This design comes from an exercise in tuning for small area on the open sky130 flow, not from production work.
In this exercise RTL edits were held to simulation tests only and were not proved equivalent to the original.
Power figures rest on the tool's default switching activity, not on a simulated workload.

File: flow/run.sh
#!/bin/bash
# The standard layout (standard.sh, synth_recipe.tcl, ORFS) with three changes:
#  * synthesis maps the logic with an area-oriented ABC script
#    (flow/abc_area_map.script: strash; dch -f; amap) in place of ORFS's
#    speed script; everything else in the synthesis, and so every register,
#    is as in the standard synthesis;
#  * clock tree synthesis without dummy loads, with clkbuf_8 leaf clusters of
#    at most 18 sinks and clkbuf_4 root and tree buffers;
#  * ports are buffered with buf_1.
# The whole make output goes to standard.log; ORFS keeps each step's log
# under orfs/logs.
set -euo pipefail
here=$(pwd)
rm -rf "$here/scripts_area"
cp -r "$FLOW_HOME/scripts" "$here/scripts_area"
cp "$here/flow/abc_area_map.script" "$here/scripts_area/abc_speed.script"
export SCRIPTS_DIR="$here/scripts_area"
export CTS_ARGS="-sink_clustering_enable -repair_clock_nets -dont_use_dummy_load -buf_list sky130_fd_sc_hd__clkbuf_8 -root_buf sky130_fd_sc_hd__clkbuf_4 -tree_buf sky130_fd_sc_hd__clkbuf_4 -sink_clustering_buffer sky130_fd_sc_hd__clkbuf_8 -sink_clustering_size 18 -sink_clustering_max_diameter 60"
export BUFFER_PORTS_ARGS="-buffer_cell sky130_fd_sc_hd__buf_1"
bash standard.sh > standard.log 2>&1
File: flow/abc_area_map.script
strash
dch -f
amap
File: standard.sh
#!/bin/bash
# synth_recipe.tcl (not shown) runs the flow's synth.tcl, then flattens the netlist and writes it again
# the make line also repeats each setting of config.mk as NAME=value (left out here)
make -C /OpenROAD-flow-scripts/flow DESIGN_CONFIG=/design/flow/config.mk WORK_HOME=/design/flow/orfs CLKGATE_MAP_FILE= SYNTH_SCRIPT=/design/flow/synth_recipe.tcl "${@:-finish}"
File: config.mk
export PLATFORM = sky130hd
export DESIGN_NAME = top
export DESIGN_NICKNAME = top
export VERILOG_FILES = /design/flow/design.v
export SDC_FILE = /design/flow/constraint.sdc
export NUM_CORES = 4
export LEC_CHECK = 0
export CAP_MARGIN = 20
export CORE_MARGIN = 2
export CORE_UTILIZATION = 65
export GPL_TIMING_DRIVEN = 0
export SLEW_MARGIN = 20
File: constraint.sdc
create_clock -name core_clock -period 20.0 [get_ports {clk}]
set_input_delay 4.0000 -clock core_clock [delete_from_list [all_inputs] [get_ports {clk}]]
set_output_delay 4.0000 -clock core_clock [all_outputs]
set_load 0.01 [all_outputs]
File: design.v
module top (
  input  logic clk,   
  input  logic reset_n_in,
  input  logic midi_in,
  output logic note_cv_p,
  output logic note_cv_n
);
  logic [3:0] rc;       
  logic       rn;       
  wire        rc_full = rc[3] & rc[1];
  always_ff @(posedge clk) begin
    if (~reset_n_in)
      rc <= 4'd0;
    else if (~rc_full)
      rc <= rc + 4'd1;
    rn   <= rc_full;
  end
  wire rn_u = reset_n_in & rc[3] & (rc[1] | rc[0]);    
  logic [2:0] rxb;
  always_ff @(posedge clk)
    rxb <= {rxb[1:0], midi_in};
  wire rxs = rxb[2];
  logic [9:0] t;        
  logic [4:0] b;        
  wire idle   = b[4] & b[2];
  wire tmatch = (t == 10'b0100011001);
  wire eor    = b[4] & b[1] & b[0];                                
  wire b18    = b[4] & b[1] & ~b[0];                               
  always_ff @(posedge clk) begin
    if (idle | tmatch)
      t <= 10'd0;
    else
      t <= {t[8:0], ~(t[9] ^ t[6])};
  end
  always_ff @(posedge clk) begin
    if (~rn_u | eor)
      b <= 5'd20;
    else if (idle)
      b <= rxs ? 5'd20 : 5'd0;
    else if (tmatch)
      b <= b + 5'd1;
  end
  logic [7:0] sr;
  wire shift = tmatch & ~b[0] & ~b18;
  wire ok = rn_u & tmatch & b18 & rxs;    
  logic       on;
  logic [1:0] len;
  logic [6:0] n;
  wire is_data = ~sr[7];
  wire is_stat = sr[7] & ~&sr[6:4];
  wire is_note = ~sr[6] & ~sr[5];
  wire other   = &len;
  wire [1:0] nlen = is_stat ? {~is_note, ~is_note} :
                    (is_data & ~other) ? ((len == 2'd2) ? 2'd1 : len + 2'd1) : len;
  wire ev    = (nlen == 2'd2);
  wire is_on = on & (|sr[6:0]);
  always_ff @(posedge clk) begin
    if (~rn)
      len <= 2'd3;
    else if (ok) begin
      if (is_stat)
        on <= sr[4];
      len <= nlen;
    end
  end
  always_ff @(posedge clk)
    if (ok & (nlen == 2'd1))
      n <= sr[6:0];
  logic [3:0]  ph;
  logic [15:0][10:0] ring;          
  logic        full;                
  logic        empty;               
  wire [6:0] hn = ring[15][10:4];
  wire [3:0] hd = ring[15][3:0];
  wire act    = (hd != 4'hf) | full;
  wire neq    = (hn == n);
  wire nmatch = act & neq;
  wire second = act & (hd == 4'd1);
  wire age14  = act & (hd == 4'd14);
  localparam logic [2:0] S_IDLE = 3'd0, S_ARM = 3'd1, S_F = 3'd2, S_R1 = 3'd3,
                         S_R2 = 3'd4, S_WT = 3'd5, S_P2 = 3'd6;
  logic [2:0] st;
  logic [3:0] tm;
  logic       op;                   
  logic       held;                 
  logic       nw;                   
  logic       s2;                   
  logic       s14;                  
  logic [6:0] o2;                   
  wire  [3:0] a1 = sr[3:0];
  wire  [3:0] q  = sr[3:0];
  wire  [3:0] a2 = sr[7:4];
  wire ph15  = &ph;
  wire tend  = &tm;
  wire scan  = (st == S_ARM) | ((st == S_F) & ~tend);
  wire go    = op ? (~held & ~full) : held;
  wire adv = (st == S_IDLE) ? (ok & ev) :
             ((st == S_ARM) | (st == S_F) | (st == S_R1) | (st == S_R2)) ? tend : ph15;
  always_ff @(posedge clk) begin
    if (~rn | (adv & ((st == S_P2) | ((st == S_WT) & ~go))))
      st <= S_IDLE;
    else if (adv)
      st <= st + 3'd1;
  end
  always_ff @(posedge clk) begin
    if (st == S_IDLE)
      tm <= 4'd13;
    else if (tend & ((st == S_F) | (st == S_R1)))
      tm <= (st == S_F) ? ~a1 : (~a2 & {4{s2}});    
    else
      tm <= tm + 4'd1;
  end
  wire p2     = (st == S_P2);
  wire ins_w  = p2 & op & ~act & ~held;
  wire del_c  = p2 & ~op & nmatch;
  wire del_d  = p2 & ~op & act & (nw ? (hd != 4'd0) : (hd > q));
  wire inc    = p2 & op & act;
  always_ff @(posedge clk) begin
    if (ok)
      op <= is_on;
    if (st == S_IDLE) begin
      held <= 1'b0;
      nw   <= 1'b0;
      s2   <= 1'b0;
      s14  <= 1'b0;
    end
    else if (scan) begin
      held <= held | nmatch;
      nw   <= nw | (nmatch & (hd == 4'd0));
      s2   <= s2 | second;
      s14  <= s14 | age14;
      if (second)
        o2 <= hn;
    end
    else if (ins_w)
      held <= 1'b1;
  end
  always_ff @(posedge clk) begin
    if (st == S_IDLE) begin
      if (shift)
        sr <= {rxs, sr[7:1]};
    end
    else if (scan) begin
      if (nmatch)
        sr[3:0] <= (hd == 4'd0) ? ph : hd;
      if (second)
        sr[7:4] <= ph;
    end
  end
  always_ff @(posedge clk) begin
    if (~rn) begin
      full  <= 1'b0;
      empty <= 1'b1;
    end
    else if (p2 & ph15) begin
      full  <= op & s14;
      empty <= 1'b0;      
    end
  end
  logic [3:0] nd;
  always_comb begin
    if (ins_w)
      nd = 4'd0;
    else if (empty | del_c)
      nd = 4'hf;
    else if (inc)
      nd = hd + 4'd1;
    else if (del_d)
      nd = hd - 4'd1;
    else
      nd = hd;
  end
  always_ff @(posedge clk) begin
    ph <= rn ? ph + 4'd1 : 4'd0;
    ring <= {ring[14:0], {ins_w ? n : hn, nd}};
  end
  wire fire = ((st == S_F) & (tm == 4'd6) & op & ~full) | ((st == S_R2) & tend & ~op & nw);
  wire [6:0] src = ((st == S_F) | ~s2) ? n : o2;    
  wire ge60 = src[6] | (&src[5:2]);
  logic [5:0] w;
  always_ff @(posedge clk) begin
    if (~rn)
      w <= 6'd0;
    else if (fire)
      w <= {src[5:3] | {3{ge60}}, src[2] & ~ge60, src[1:0] | {2{ge60}}};
  end
  logic [5:0] dc;
  wire        dm  = (dc == 6'b001001);
  wire        den = (dc == 6'd0);
  always_ff @(posedge clk) begin
    if (~rn | dm)
      dc <= 6'd0;
    else
      dc <= {dc[4:0], ~(dc[5] ^ dc[4])};
  end
  logic [5:0] dse;
  wire  [6:0] add = {1'b0, w} + {1'b0, dse};
  always_ff @(posedge clk) begin
    if (~rn)
      dse <= 6'd0;
    else if (den)
      dse <= add[5:0];
    note_cv_p <= add[6];
  end
  assign note_cv_n = ~note_cv_p;
endmodule
==> flow_metrics.py, run 1 <==
metrics = {
    "global_route": {
        "grt_pass1_wl_um": 19700,
        "globalRouteTotalUtil_pct": 19.2,
        "grt_overflow": 0,
        "grt_pass1_vias": 4218,
        "pin_count_of_the_biggest_net_entering_global_routing": 19,
        "grt_antenna_before_repair": 0,
    },
    "timing": {
        "finalSetupTns_ps": 0,
        "period_needed_ps": 5420,
        "hold_violations": 0,
        "fmax_mhz": 185,
        "timing_max_transition_violations_final": 0,
        "max_slew.worst_pin.slew_ps": 1110,
        "finClkSkew_ps": 72.3,
        "timing.hold.ws_ps": 279,
        "grt_setup_unrepaired": "false",
        "finalCritPeriodShare_pct": 27.1,
        "final_critical_path_setup_slack_ps": 14580,
        "setup-violations-final": 0,
        "relSlewSlack_pct": 25.3,
    },
    "power": {
        "vdd.ir_drop.worst_mv": 0.0945,
        "total_power_density_per_cell_area_mw_per_mm2": 93.7,
        "static-leakage-power_nw": 2.88,
    },
    "detailed_routing": {
        "drt-total-wl_um": 11400,
        "viasPerCell": 5.38,
        "postRouteAntennaNets": 0,
        "drtIter0Drc": 247,
        "drcViolationCount": 0,
        "routed_wire_length_per_instance_um": 14.5,
        "dr_total_vias": 4245,
        "detailedRoute.firstPassIterationCount": 4,
    },
    "cells_and_area": {
        "final_core_util_pct": 70.2,
        "final_cells": 789,
        "finalNetCount": 678,
        "antenna-diode-count": 0,
        "layout-drive-gt1-share_pct": 3.25,
        "area_delta_synth_final_pct": 5.87,
    },
    "setup_path": {
        "critical-path-max-stage-delay_ps": 370,
        "cp_data_required_time_ps": 20460,
        "worstSetupStartpointType": "primary input",
        "critical_path_arrival_ps": 5880,
        "cp_max_fo": 6,
        "setup_cp_type": "in -> reg",
        "worstPathCellList": "buf_1, clkinv_1, nor3_1, nand3_1, nor2_1, nand2_1, nor3_1, a21oi_1, o21ai_0, nor2_1",
        "timing.critical_path.slowest_stage_cell": "sky130_fd_sc_hd__o21ai_0",
        "cp_endpoint_kind": "flop",
    },
    "logic_synthesis": {
        "synth-seq-cells": 261,
        "synthFlopType": "sky130_fd_sc_hd__dfxtp_1",
        "synth_top_area_share_pct": 63.2,
        "synth_async_sr_flop_share_pct": 0,
        "yosysTopAreaCell": "sky130_fd_sc_hd__dfxtp_1",
        "synth_commonest_cells": "sky130_fd_sc_hd__dfxtp_1, sky130_fd_sc_hd__clkinv_1, sky130_fd_sc_hd__nor2_1",
        "synth_xor_area_share_pct": 0,
        "syn_inst": 623,
        "synth_enable_flop_cells": 24,
        "synth_warnings": 1,
        "synth_compound_area_share_pct": 10.8,
        "combinational_family_with_the_most_area_after_synthesis": "compound AO/OA/AOI/OAI gates",
        "synth.most_common_cell": "sky130_fd_sc_hd__dfxtp_1",
        "mean_instance_size_in_the_synthesized_netlist_sq_um": 12.0,
        "syn_area_sq_mm": 0.00750,
        "synth.mux.area_fraction_pct": 0,
        "postSynthNetCount": 653,
        "ys_seq_area_share_pct": 72.8,
        "synthAdderAreaFrac_pct": 4.60,
        "ys_top_cells_by_area": "sky130_fd_sc_hd__dfxtp_1, sky130_fd_sc_hd__edfxtp_1, sky130_fd_sc_hd__ha_1, sky130_fd_sc_hd__clkinv_1, sky130_fd_sc_hd__nor2_1",
        "synth_cell_types": 38,
        "yosys.area_share.simple_pct": 7.69,
    },
    "clock_network": {
        "clock_tree_from_tritoncts": "done",
        "cts.path.max_buffers": 3,
        "cts.repair.resized": 0,
        "cts_buf_count": 18,
        "htree_num_levels": 1,
        "post_cts_buffers": 0,
        "holdBufCountCts": 0,
        "clkTransAtPathRegs_ps": 110,
        "worstSkewPairLatency_ps": 630,
        "ctsRootBufferMaster": "sky130_fd_sc_hd__clkbuf_4",
        "clock_sinks": 261,
    },
    "die": {
        "die_width_um": 111,
        "die_h_um": 111,
        "die_area_sq_mm": 0.0124,
        "start_util_pct": 66.3,
        "ioPinCount": 5,
        "placementRows": 39,
        "core_area_sq_mm": 0.0113,
    },
    "place": {
        "io_buffer_count": 4,
        "gp_routability_congestion": 0.854,
        "dp_hpwl_um": 7800,
        "dpl_worst_slack_ps": 13970,
        "dp_cells": 771,
    },
    "flow_run": {
        "drv.max_cap_violation_count": 0,
    },
    "run_status": {
        "run_status": "timing/DRC/antenna clean",
    },
    "min_path": {
        "holdCritPathClass": "reg -> reg",
    },
}
[final cells by class]
type                    count  area (sq um)
inverters                  82           308
flip-flops and latches    261          5470
fillers                   824          3380
well taps                 143           179
clock buffers              18           229
multi-input cells         280          1740
repair buffers              5          22.5
[per-layer routing]
metal  vias to the layer above  track usage (%)  routed length (um)
li1                       2162                -                   -
met1                      1974             26.4                5440
met2                        88             31.5                5230
met3                        21             3.10                 387
met4                         0             6.58                 379
met5                         -                0                   0
[registers in the layout, summed over array words and instances (netlist names), 2 cells and up]
name	flops
ring	176
t	10
sr	8
n	7
o2	7
dc	6
dse	6
w	6
b	5
ph	4
rc	4
tm	4
rxb	3
st	3
len	2
[cells in the final DEF, fill, tap and decap left out, types with 2 or more instances in the layout]
| cell type | Yosys | layout |
|---|---|---|
| sky130_fd_sc_hd__nand4_1 | 2 | 2 |
| sky130_fd_sc_hd__nor2_1 | 69 | 69 |
| sky130_fd_sc_hd__a22oi_1 | 13 | 13 |
| sky130_fd_sc_hd__a211oi_1 | 6 | 6 |
| sky130_fd_sc_hd__clkinv_1 | 82 | 82 |
| sky130_fd_sc_hd__buf_1 | 0 | 4 |
| sky130_fd_sc_hd__nor4_1 | 9 | 9 |
| sky130_fd_sc_hd__edfxtp_1 | 24 | 24 |
| sky130_fd_sc_hd__nor3_2 | 0 | 2 |
| sky130_fd_sc_hd__clkbuf_4 | 0 | 3 |
| sky130_fd_sc_hd__a32oi_1 | 2 | 2 |
| sky130_fd_sc_hd__a31oi_1 | 4 | 4 |
| sky130_fd_sc_hd__a21oi_1 | 30 | 30 |
| sky130_fd_sc_hd__o41ai_1 | 3 | 3 |
| sky130_fd_sc_hd__o21ai_0 | 18 | 18 |
| sky130_fd_sc_hd__o22ai_1 | 22 | 22 |
| sky130_fd_sc_hd__nand3_1 | 10 | 10 |
| sky130_fd_sc_hd__dfxtp_1 | 237 | 237 |
| sky130_fd_sc_hd__nor3_1 | 10 | 8 |
| sky130_fd_sc_hd__a41oi_1 | 2 | 2 |
| sky130_fd_sc_hd__clkbuf_8 | 0 | 15 |
| sky130_fd_sc_hd__ha_1 | 26 | 26 |
| sky130_fd_sc_hd__o211ai_1 | 4 | 4 |
| sky130_fd_sc_hd__nor2b_1 | 8 | 8 |
| sky130_fd_sc_hd__o22a_1 | 2 | 2 |
| sky130_fd_sc_hd__nand2_1 | 16 | 16 |
| sky130_fd_sc_hd__a221oi_1 | 5 | 5 |
| sky130_fd_sc_hd__or3_1 | 2 | 2 |
| sky130_fd_sc_hd__o221ai_1 | 2 | 2 |
| sky130_fd_sc_hd__o21bai_1 | 3 | 3 |
[through the flow]
stage	power, W	instance area [sq um]
floorplan	0.000541	7500
detailed placement	0.000542	7710
finish	0.000744	7940
global placement	0.000541	7700
CTS	0.000752	7940
global route	0.000769	7940
[power by group]
group,switching (W),internal [W]
logic,0.00000113,0.000000848
registers,0.000000649,0.000527
clock network,0.000141,0.0000739
[critical path: cells and delay by family]
kind	cells	cell delay (ps)
AOI/OAI and AO/OA	2	500
and+or+nand+nor	6	1160
buffers and inverters	2	210
[worst paths after layout]
path                       from                  to  slack [ps]  cells past startpoint
max                  reset_n_in  st[1]$_SDFFE_PP0P_       14580                     10
min           ring[163]$_DFF_P_   ring[174]$_DFF_P_         280                      0
max reg2reg  st[0]$_SDFFE_PP0P_   w[1]$_SDFFE_PN0P_       16340                     11
min reg2reg   ring[163]$_DFF_P_   ring[174]$_DFF_P_         280                      0
[kinds of logic (layout without fill, tap and decap cells)]
group	after synthesis	count (layout)
DFF	261	261
and+or+nand+nor	130	130
AOI/OAI and AO/OA	123	123
adders and majority gates	27	27
buffers and inverters	82	105
==> inputs of run 2 (changes only) <==
--- a/flow/run.sh
+++ b/flow/run.sh
@@ -17,3 +17,3 @@
 export SCRIPTS_DIR="$here/scripts_area"
-export CTS_ARGS="-sink_clustering_enable -repair_clock_nets -dont_use_dummy_load -buf_list sky130_fd_sc_hd__clkbuf_8 -root_buf sky130_fd_sc_hd__clkbuf_4 -tree_buf sky130_fd_sc_hd__clkbuf_4 -sink_clustering_buffer sky130_fd_sc_hd__clkbuf_8 -sink_clustering_size 18 -sink_clustering_max_diameter 60"
+export CTS_ARGS="-sink_clustering_enable -repair_clock_nets -dont_use_dummy_load -buf_list sky130_fd_sc_hd__clkbuf_16 -root_buf sky130_fd_sc_hd__clkbuf_4 -tree_buf sky130_fd_sc_hd__clkbuf_4 -sink_clustering_buffer sky130_fd_sc_hd__clkbuf_16 -sink_clustering_size 32 -sink_clustering_max_diameter 60"
 export BUFFER_PORTS_ARGS="-buffer_cell sky130_fd_sc_hd__buf_1"
--- a/config.mk
+++ b/config.mk
@@ -9,4 +9,3 @@
 export CORE_MARGIN = 2
-export CORE_UTILIZATION = 65
-export GPL_TIMING_DRIVEN = 0
+export CORE_UTILIZATION = 40
 export SLEW_MARGIN = 20
==> run 2 against run 1 <==
  * Synthesized cell count unchanged
  * Clock skew decreased by 7.8 ps
  * Sequential share of layout area decreased by 1.8 points
  * Global-route usage decreased by 7.0 points
  * Sequential power about the same
  * Power increased by 6.0%
  * Still clean
==> flow_metrics.py, run 2 <==
metrics = {
    "timing": {
        "finalSetupTns_ps": 0,
        "fmax_mhz": 188,
        "relSlewSlack_pct": 34.9,
        "setup-violations-final": 0,
        "period_needed_ps": 5310,
        "timing_max_transition_violations_final": 0,
        "finalCritPeriodShare_pct": 26.6,
        "max_slew.worst_pin.slew_ps": 968,
        "finClkSkew_ps": 64.5,
        "grt_setup_unrepaired": "false",
        "timing.hold.ws_ps": 280,
        "hold_violations": 0,
    },
    "detailed_routing": {
        "postRouteAntennaNets": 0,
        "m1WireLength_um": 5700,
        "detailedRoute.firstPassIterationCount": 4,
        "routed_wire_length_per_instance_um": 13.3,
        "viasPerCell": 4.81,
        "drtIter0Drc": 219,
        "drcViolationCount": 0,
        "drt-total-wl_um": 11700,
        "dr_total_vias": 4232,
        "met2WireLength_um": 5300,
        "topRoutingLayerUsed": "met4",
        "routed-wl-met3_um": 419,
    },
    "logic_synthesis": {
        "synth_commonest_cells": "sky130_fd_sc_hd__dfxtp_1, sky130_fd_sc_hd__clkinv_1, sky130_fd_sc_hd__nor2_1",
        "synth-seq-cells": 261,
        "synth.most_common_cell": "sky130_fd_sc_hd__dfxtp_1",
        "ys_top_cells_by_area": "sky130_fd_sc_hd__dfxtp_1, sky130_fd_sc_hd__edfxtp_1, sky130_fd_sc_hd__ha_1, sky130_fd_sc_hd__clkinv_1, sky130_fd_sc_hd__nor2_1",
        "synth_async_sr_flop_share_pct": 0,
        "syn_inst": 623,
        "mean_instance_size_in_the_synthesized_netlist_sq_um": 12.0,
        "synth_top_area_share_pct": 63.2,
        "ys_seq_area_share_pct": 72.8,
        "postSynthNetCount": 653,
        "yosysTopAreaCell": "sky130_fd_sc_hd__dfxtp_1",
        "synth_enable_flop_cells": 24,
        "synth_cell_types": 38,
        "synth_warnings": 1,
        "syn_area_sq_mm": 0.00750,
        "synthFlopType": "sky130_fd_sc_hd__dfxtp_1",
    },
    "setup_path": {
        "worstSetupStartpointType": "primary input",
        "setup_cp_type": "in -> reg",
        "cp_endpoint_kind": "flop",
        "cp_data_required_time_ps": 20290,
        "critical_path_arrival_ps": 5600,
        "cp_max_fo": 7,
    },
    "die": {
        "ioPinCount": 5,
        "core_area_sq_mm": 0.0186,
        "placementRows": 50,
        "die_width_um": 141,
        "die_area_sq_mm": 0.0199,
        "start_util_pct": 40.4,
        "die_h_um": 141,
    },
    "clock_network": {
        "htree_num_levels": 1,
        "post_cts_buffers": 0,
        "clock_sinks": 261,
        "cts.repair.resized": 0,
        "clkTransAtPathRegs_ps": 100,
        "ctsRootBufferMaster": "sky130_fd_sc_hd__clkbuf_4",
        "clock_tree_from_tritoncts": "done",
        "worstSkewPairLatency_ps": 640,
        "holdBufCountCts": 0,
        "cts_buf_count": 15,
        "cts.path.max_buffers": 3,
    },
    "power": {
        "total_power_density_per_cell_area_mw_per_mm2": 96.6,
        "pwr-share-comb_pct": 0.3,
        "vdd.ir_drop.worst_mv": 0.0736,
        "power.net_switching_w": 0.000148,
        "internal_power_w": 0.000640,
        "power.share.sequential_pct": 66.9,
        "static-leakage-power_nw": 2.93,
        "power_frac_clock_pct": 32.8,
        "netSwitchingFraction_pct": 18.8,
    },
    "place": {
        "io_buffer_count": 4,
        "gp_routability_congestion": 0.873,
        "dp_hpwl_um": 8090,
        "dp_cells": 864,
    },
    "global_route": {
        "pin_count_of_the_biggest_net_entering_global_routing": 33,
        "grt_pass1_vias": 4118,
        "globalRouteTotalUtil_pct": 12.2,
        "grt_pass1_wl_um": 19900,
        "grt_antenna_before_repair": 0,
        "grt_overflow": 0,
    },
    "cells_and_area": {
        "layout-drive-gt1-share_pct": 2.95,
        "largest_register_ff_count": 176,
        "final_cells": 879,
        "layout.cells.most_common": "sky130_fd_sc_hd__dfxtp_1",
        "max_flop_register": "ring",
        "area_delta_synth_final_pct": 8.79,
        "largestRegisters": "ring x176, t x10, sr x8",
        "finalNetCount": 677,
        "antenna-diode-count": 0,
        "layout_common_cells": "sky130_fd_sc_hd__dfxtp_1, sky130_fd_sc_hd__clkinv_1, sky130_fd_sc_hd__nor2_1, sky130_fd_sc_hd__a21oi_1, sky130_fd_sc_hd__ha_1",
    },
    "flow_run": {
        "drv.max_cap_violation_count": 0,
    },
    "run_status": {
        "run_status": "timing/DRC/antenna clean",
    },
    "min_path": {
        "holdCritPathClass": "reg -> reg",
    },
}
## run 2: cell counts after synthesis
No cell type changed its count.
## run 2: path summary, 6_finish.rpt
kind | slack, ps | from | depth (start not counted) | end
setup / recovery | 14690 | reset_n_in | 7 | n[0]$_DFFE_PP_
hold / removal | 280 | ring[15]$_DFF_P_ | 0 | ring[26]$_DFF_P_
setup reg to reg | 16330 | st[0]$_SDFFE_PP0P_ | 11 | w[1]$_SDFFE_PN0P_
hold reg to reg | 280 | ring[15]$_DFF_P_ | 0 | ring[26]$_DFF_P_
## run 2: cell families after synthesis
group                      count (synthesis)  share of synthesized area (%)
DFF                                      261                           72.8
adders and majority gates                 27                           4.60
and+or+nand+nor                          130                           7.69
AOI/OAI and AO/OA                        123                           10.8
buffers and inverters                     82                           4.10
## run 2: critical path, cell delays in order
cell and delay (ps):
sky130_fd_sc_hd__buf_1 70, sky130_fd_sc_hd__clkinv_1 120, sky130_fd_sc_hd__nor3_1 370, sky130_fd_sc_hd__nand3_1 120, sky130_fd_sc_hd__nor2_1 320, sky130_fd_sc_hd__nand2_1 120
sky130_fd_sc_hd__nor2_1 480
## run 2: area by class of cell
type	instances	area, sq um
clock buffers	15	323
repair buffers	7	37.5
fillers	1662	10400
multi-input cells	280	1740
inverters	82	308
well taps	234	293
flip-flops and latches	261	5470
## run 2: layer usage
layer  track usage (%)  up-vias
li1                  -     2175
met1              16.7     1981
met2              19.8       56
met3              2.48       20
met4              3.32        0
met5                 0        -
## run 2: power by group through the flow
stage	combinational, W	clock [W]	sequential (W)
final	0.00000201	0.000259	0.000528
after floorplan	0.00000147	0	0.000539
after global placement	0.00000177	0	0.000540
after detailed placement	0.00000200	0	0.000540
after CTS	0.00000200	0.000268	0.000528
after global routing	0.00000228	0.000286	0.000528
## run 2: metrics by stage
| step | total power, W | util, % | cell area [sq um] | setup WS, ps |
|---|---|---|---|---|
| finish | 0.000788 | 43.9 | 8160 | 14690 |
| detailed placement | 0.000542 | 42.2 | 7830 | 14030 |
| global placement | 0.000541 | 42.2 | 7830 | 14100 |
| floorplan | 0.000541 | - | 7500 | 14470 |
| global route | 0.000817 | 43.9 | 8160 | 14360 |
| CTS | 0.000797 | 43.9 | 8160 | 14740 |
==> inputs of run 3 (changes only) <==
--- a/flow/run.sh
+++ b/flow/run.sh
@@ -17,3 +17,3 @@
 export SCRIPTS_DIR="$here/scripts_area"
-export CTS_ARGS="-sink_clustering_enable -repair_clock_nets -dont_use_dummy_load -buf_list sky130_fd_sc_hd__clkbuf_16 -root_buf sky130_fd_sc_hd__clkbuf_4 -tree_buf sky130_fd_sc_hd__clkbuf_4 -sink_clustering_buffer sky130_fd_sc_hd__clkbuf_16 -sink_clustering_size 32 -sink_clustering_max_diameter 60"
+export CTS_ARGS="-sink_clustering_enable -repair_clock_nets -dont_use_dummy_load -buf_list sky130_fd_sc_hd__clkbuf_16 -root_buf sky130_fd_sc_hd__clkbuf_4 -tree_buf sky130_fd_sc_hd__clkbuf_4 -sink_clustering_buffer sky130_fd_sc_hd__clkbuf_16 -sink_clustering_size 36 -sink_clustering_max_diameter 60"
 export BUFFER_PORTS_ARGS="-buffer_cell sky130_fd_sc_hd__buf_1"
==> run 3 against run 2 <==
  * Still clean
  * Setup slack worse by 37 ps
  * Worst hold slack gained 15 ps
  * Clock skew grew 36 ps
  * Die area is the same
  * Sequential power is essentially flat
  * Global-route usage decreased by 0.051 points
  * Flip-flop and latch count did not move
  * Largest power group unchanged
==> flow_metrics.py, run 3 <==
metrics = {
    "logic_synthesis": {
        "syn_inst": 623,
        "synth-seq-cells": 261,
        "ys_seq_area_share_pct": 72.8,
        "syn_area_sq_mm": 0.00750,
        "yosysTopAreaCell": "sky130_fd_sc_hd__dfxtp_1",
        "synth_top_area_share_pct": 63.2,
        "synth.most_common_cell": "sky130_fd_sc_hd__dfxtp_1",
        "synth_async_sr_flop_share_pct": 0,
        "postSynthNetCount": 653,
        "mean_instance_size_in_the_synthesized_netlist_sq_um": 12.0,
        "synth_enable_flop_cells": 24,
        "synthFlopType": "sky130_fd_sc_hd__dfxtp_1",
        "synth_warnings": 1,
        "ys_top_cells_by_area": "sky130_fd_sc_hd__dfxtp_1, sky130_fd_sc_hd__edfxtp_1, sky130_fd_sc_hd__ha_1, sky130_fd_sc_hd__clkinv_1, sky130_fd_sc_hd__nor2_1",
        "synth_cell_types": 38,
        "synth_commonest_cells": "sky130_fd_sc_hd__dfxtp_1, sky130_fd_sc_hd__clkinv_1, sky130_fd_sc_hd__nor2_1",
    },
    "timing": {
        "finalSetupTns_ps": 0,
        "timing.hold.ws_ps": 295,
        "grt_setup_unrepaired": "false",
        "finalCritPeriodShare_pct": 26.8,
        "hold_violations": 0,
        "final_critical_path_setup_slack_ps": 14650,
        "fmax_mhz": 187,
        "setup-violations-final": 0,
        "timing_max_transition_violations_final": 0,
        "relSlewSlack_pct": 33.6,
        "finClkSkew_ps": 101,
        "max_slew.worst_pin.slew_ps": 987,
        "period_needed_ps": 5350,
    },
    "place": {
        "dp_cells": 864,
        "dp_hpwl_um": 8090,
        "dpl_worst_slack_ps": 14030,
        "io_buffer_count": 4,
        "gp_routability_congestion": 0.873,
        "dpl-instance-area_sq_mm": 0.00783,
    },
    "global_route": {
        "grt_overflow": 0,
        "grt_pass1_wl_um": 19700,
        "grt_pass1_vias": 4104,
        "globalRouteTotalUtil_pct": 12.1,
        "pin_count_of_the_biggest_net_entering_global_routing": 37,
        "grt_antenna_before_repair": 0,
    },
    "min_path": {
        "holdCritPathClass": "reg -> reg",
        "timing.hold.worst_path_depth": 0,
    },
    "detailed_routing": {
        "drtIter0Drc": 237,
        "routed_wire_length_per_instance_um": 13.3,
        "drcViolationCount": 0,
        "viasPerCell": 4.86,
        "detailedRoute.firstPassIterationCount": 4,
        "drt-total-wl_um": 11700,
        "dr_total_vias": 4264,
        "postRouteAntennaNets": 0,
    },
    "clock_network": {
        "clkTransAtPathRegs_ps": 110,
        "cts.repair.resized": 0,
        "holdBufCountCts": 0,
        "ctsRootBufferMaster": "sky130_fd_sc_hd__clkbuf_4",
        "cts.path.max_buffers": 3,
        "clock_sinks": 261,
        "cts_buf_count": 14,
        "worstSkewPairLatency_ps": 640,
        "htree_num_levels": 1,
        "clock_tree_from_tritoncts": "done",
        "post_cts_buffers": 0,
    },
    "flow_run": {
        "drv.max_cap_violation_count": 0,
    },
    "setup_path": {
        "cp_data_required_time_ps": 20240,
        "worstPathBufferInverterCount": 2,
        "cp_max_fo": 7,
        "timing.critical_path.depth": 7,
        "cp_endpoint_kind": "flop",
        "cpLargestDelayFamily": "simple AND/OR/NAND/NOR gates",
        "critical_path_arrival_ps": 5590,
        "setup_cp_type": "in -> reg",
        "critical-path-max-stage-delay_ps": 470,
        "timing.critical_path.slowest_stage_cell": "sky130_fd_sc_hd__nor2_1",
        "worstPathCellList": "buf_1, clkinv_1, nor3_1, nand3_1, nor2_1, nand2_1, nor2_1",
        "ff2ff_path_depth": 11,
        "critPathMostFrequentCell": "sky130_fd_sc_hd__nor2_1",
        "worst-r2r-setup-slack_ps": 16380,
        "worstSetupStartpointType": "primary input",
    },
    "power": {
        "static-leakage-power_nw": 2.92,
        "vdd.ir_drop.worst_mv": 0.0608,
        "total_power_density_per_cell_area_mw_per_mm2": 95.5,
    },
    "cells_and_area": {
        "layout_common_cells": "sky130_fd_sc_hd__dfxtp_1, sky130_fd_sc_hd__clkinv_1, sky130_fd_sc_hd__nor2_1, sky130_fd_sc_hd__a21oi_1, sky130_fd_sc_hd__ha_1",
        "final_cells": 878,
        "largest_register_ff_count": 176,
        "antenna-diode-count": 0,
        "finalNetCount": 676,
        "layout-drive-gt1-share_pct": 2.80,
        "max_flop_register": "ring",
        "final_design_area_no_fill_sq_mm": 0.00814,
        "largestRegisters": "ring x176, t x10, sr x8",
        "layout.cells.most_common": "sky130_fd_sc_hd__dfxtp_1",
        "area_delta_synth_final_pct": 8.46,
    },
    "die": {
        "die_h_um": 141,
        "placementRows": 50,
        "core_area_sq_mm": 0.0186,
        "ioPinCount": 5,
        "die_width_um": 141,
        "die_area_sq_mm": 0.0199,
        "start_util_pct": 40.4,
    },
    "run_status": {
        "run_status": "timing/DRC/antenna clean",
    },
}
[run 3: cell counts after synthesis]
No cell type changed its count.
[run 3: layer usage]
metal  part of all wire [%]  wire (um)  track usage [%]
met4                    1.4        168             3.63
met1                     49       5700             16.5
met5                      0          0                0
met3                    3.7        429             2.45
met2                     46       5390             19.7
[run 3: cell families (layout without fill, tap and decap cells)]
group	Yosys count	count (layout)	synth area share (%)
compound gates	123	123	10.8
simple gates	130	130	7.69
buf+inv	82	103	4.10
fa+ha+maj	27	27	4.60
flops	261	261	72.8
[run 3: layout make-up]
type / instances / area [sq um]
Fill cell: 1664 / 10400
Multi-Input combinational cell: 280 / 1740
Sequential cell: 261 / 5470
Inverter: 82 / 308
Clock buffer: 14 / 298
Tap cell: 234 / 293
Timing Repair Buffer: 7 / 37.5
[run 3: worst register-to-register path, delay by kind of cell (launching register included)]
family / cells / cell delay, ps
AOI/OAI and AO/OA: 5 / 1990
adders and majority gates: 1 / 160
buffers and inverters: 4 / 660
DFF: 1 / 360
and+or+nand+nor: 1 / 340
[run 3: metrics by stage]
step	total power (W)	util, %
floorplan	0.000541	-
global placement	0.000541	42.2
detailed placement	0.000542	42.2
CTS	0.000787	43.8
global route	0.000806	43.8
finish	0.000777	43.8
[run 3: where the power goes]
part	internal (W)	switching, W
Sequential	0.000527	0.000000710
Clock	0.000104	0.000144
Combinational	0.000000849	0.00000115
[run 3: worst paths after layout]
kind	end	from
max	n[0]$_DFFE_PP_	reset_n_in
min	ring[111]$_DFF_P_	ring[100]$_DFF_P_
max reg2reg	w[1]$_SDFFE_PN0P_	st[0]$_SDFFE_PP0P_
min reg2reg	ring[111]$_DFF_P_	ring[100]$_DFF_P_

-- static timing again, ports no longer ideal --
The flow's constraints put no driver on any port. The routed layouts listed below were extracted and timed again, unchanged, in two steps. Step 1: set_driving_cell puts a clkbuf_16 on clk and a buf_2 on each other input, an assumption about the parent block. Step 2 also shifts input and output timing later by t, the mid clock arrival at the registers, as if the neighbouring blocks saw the same clock. a / b / c = ideal ports / drivers / drivers and shift; a / b = the first two.
run	shift t [ns]	setup slack, ns	worst setup path after step 2
run 1	0.625	14.582 / 14.590 / 13.965	input to register
run 2	0.645	14.686 / 14.697 / 14.052	input to register
run 3	0.624	14.650 / 14.661 / 14.037	input to register
After both steps setup and hold are still met in every run listed. For run 2, which loses most, drivers alone change the setup slack by +0.011 ns; drivers and shift together by -0.634 ns.
